From an optimization exercise on the open Yosys and OpenROAD flow, aimed at a short achievable clock period and few clock cycles; shortcuts taken in it are not production practice.
Only simulation tests tie the RTL to the original design; equivalence was not proved.
Power is estimated from default activity; no workload was simulated.

==> flow/design.v (excerpt) <==
module Risc_16_bit(
 input clk,
 input rst,
 output [15:0] imem_addr,
 input  [15:0] imem_data,
 output        dmem_we,
 output [2:0]  dmem_addr,
 output [15:0] dmem_wdata
);
 integer i;
 reg [7:0]  pc;
 reg [15:0] rf  [0:7];
 reg [15:0] rf_sh [0:7];       
 reg [15:0] mem [0:7];
 reg [15:0] e_a, e_b;          
 reg [15:0] e_asl, e_asr;      
 reg [15:0] e_bw;              
 reg [15:0] e_sh;              
 reg [15:0] e_nb;              
 reg        e_ci;              
 reg [2:0]  e_al;              
 reg [2:0]  e_tw [0:7];        
 reg [2:0]  e_dst;             
 reg        e_we;              
 reg        e_add, e_sub, e_not, e_sll, e_srl, e_and, e_or, e_slt, e_lw;
 reg        e_sw, e_beq, e_bne, e_pred;
 reg        e_early;           
 reg [2:0]  e_pa;
 reg        r_pend;
 reg [2:0]  r_addr;
 reg [15:0] r_data;
 reg [2:0]  e_imm;             
 reg [7:0]  e_alt;             
 reg [15:0] w_res;
 reg [2:0]  w_dst;
 reg        w_we;
 assign imem_addr = {7'd0, pc, 1'b0};
 wire [15:0] ins = imem_data;
 wire [3:0]  op  = ins[15:12];
 wire [2:0]  rs  = ins[11:9];
 wire [2:0]  rt  = ins[8:6];
 wire f_j   = (op == 4'b1101);
 wire f_beq = (op == 4'b1011);
 wire f_bne = (op == 4'b1100);
 wire f_lw  = (op == 4'b0000);
 wire f_sw  = (op == 4'b0001);
 wire f_rtype = !(f_j | f_beq | f_bne | f_lw | f_sw);
 wire f_same = (rs == rt);
 wire f_pred = (f_bne & ~f_same) | (f_beq & (f_same | ins[5]));
 wire f_sll = (op == 4'b0101);
  ...
Settings: LEC_CHECK=0, ABC_CLOCK_PERIOD_IN_PS=2000, CAP_MARGIN=20, CORE_MARGIN=2, CORE_UTILIZATION=40, SETUP_SLACK_MARGIN=3.7, SLEW_MARGIN=20; clock period 6.4 ns.
standard.sh (not shown) runs the stock make flow with config.mk's settings and CLKGATE_MAP_FILE= SYNTH_SCRIPT=/design/flow/synth_recipe.tcl, a recipe that flattens the netlist after the stock synthesis.
==> flow/flow/run.sh <==
#!/bin/bash
# The standard layout, with one synthesis change: no full/half adder cells
# (ADDER_MAP_FILE empty), so that ABC maps the adders as plain logic.
set -euo pipefail
bash standard.sh ADDER_MAP_FILE= finish > standard.log 2>&1
Testbench counts at the start, summed over its fixed seeds: cycles 24,993.
Edit:
--- a/flow/config.mk
+++ b/flow/config.mk
@@ -10,4 +10,4 @@
 export CORE_MARGIN = 2
 export CORE_UTILIZATION = 40
-export SETUP_SLACK_MARGIN = 3.7
+export SETUP_SLACK_MARGIN = 4.0
 export SLEW_MARGIN = 20
After rerunning:
- setup slack improves by 0.044 ns
- first-iteration DRC count shrinks slightly
- hold slack degrades by 0.028 ns
- routed wire length grows by a few percent
- count of clock-buffer cells in the layout shrinks by 6
- synthesized cell count does not change


10-08:
Risc_16_bit, a different RTL version from the one above (not shown whole).
Size: about 2700 cells after synthesis, roughly 430 flip-flops, ~54 I/O pins.
export LEC_CHECK = 0
export ABC_CLOCK_PERIOD_IN_PS = 2000
export CAP_MARGIN = 20
export CORE_MARGIN = 2
export CORE_UTILIZATION = 40
export SETUP_SLACK_MARGIN = 3.5
export SLEW_MARGIN = 20
create_clock -name core_clock -period 6.4 [get_ports {clk}]
Scripts as last shown in full above: flow/flow/run.sh
Per the final summary, 10-08 finished and its layout is clean on timing, DRC and antenna.
Testbench counts of 10-08, summed over its fixed seeds: cycles 24,801.
Setup changes, 10-08 to 05-09
Settings: SETUP_SLACK_MARGIN changed from 3.5 to 3.7.
## What came out
- Compared with 10-08, 05-09 shows routed wire length higher by 3700 um.
- When 05-09 is measured against 10-08, its clock power turns out about 3% lower.
- 05-09 reports a higher area of the multi-input gates than 10-08 does.
- Global-route usage was lower in 10-08 than in 05-09.
- Re number of buffers on the longest clock path: no difference whatsoever between 10-08 and 05-09.
- Measured against 05-09, the cell area after layout of 10-08 comes out at 0.936 times the reference value.
- On critical path depth: between 10-08 and 05-09, it ends up lower for 05-09.
- The internal power consumption number comes out higher for 05-09 vs 10-08.
- Diff 10-08 -> 05-09 | clock buffer count from CTS | down by a few percent
- Taking 10-08 as the reference point, the clock network fraction of total power of 05-09 falls by 2.0 points.
- When 05-09 is set beside 10-08, its worst hold slack turns out to be 0.018 ns larger.

[static timing again, ports no longer ideal]
Ports are ideal in the flow. The routed layouts listed here were re-timed in OpenROAD.
Step 1, drivers: a clkbuf_16 drives clk and a buf_2 each remaining input, both assumed.
Step 2 times the ports against the registers' clock, not the clock port: input delays grow and output delays shrink by t, the midpoint of the rising clock arrivals with the driver on.
Slacks: no drivers / after step 1 / after step 2; pairs: no drivers / after step 1.
run	t, ns	setup WS [ns]	hold slack, ns	latest minus earliest clock arrival (ns)	cell pins on the clock port's net
the first run of note 1	0.673	3.423 / 3.356 / 3.029	0.454 / 0.454 / 0.454	0.023 / 0.023	1
the second run of note 1	0.668	3.467 / 3.407 / 3.051	0.426 / 0.426 / 0.426	0.028 / 0.028	1
10-08	0.676	3.339 / 3.280 / 2.879	0.400 / 0.400 / 0.400	0.044 / 0.044	1
05-09	0.653	3.512 / 3.453 / 3.074	0.418 / 0.418 / 0.418	0.062 / 0.062	1
After both steps setup and hold are still met in every run listed. The setup slack of 10-08, which loses most, moves by -0.059 ns with the drivers and by -0.460 ns with both steps.
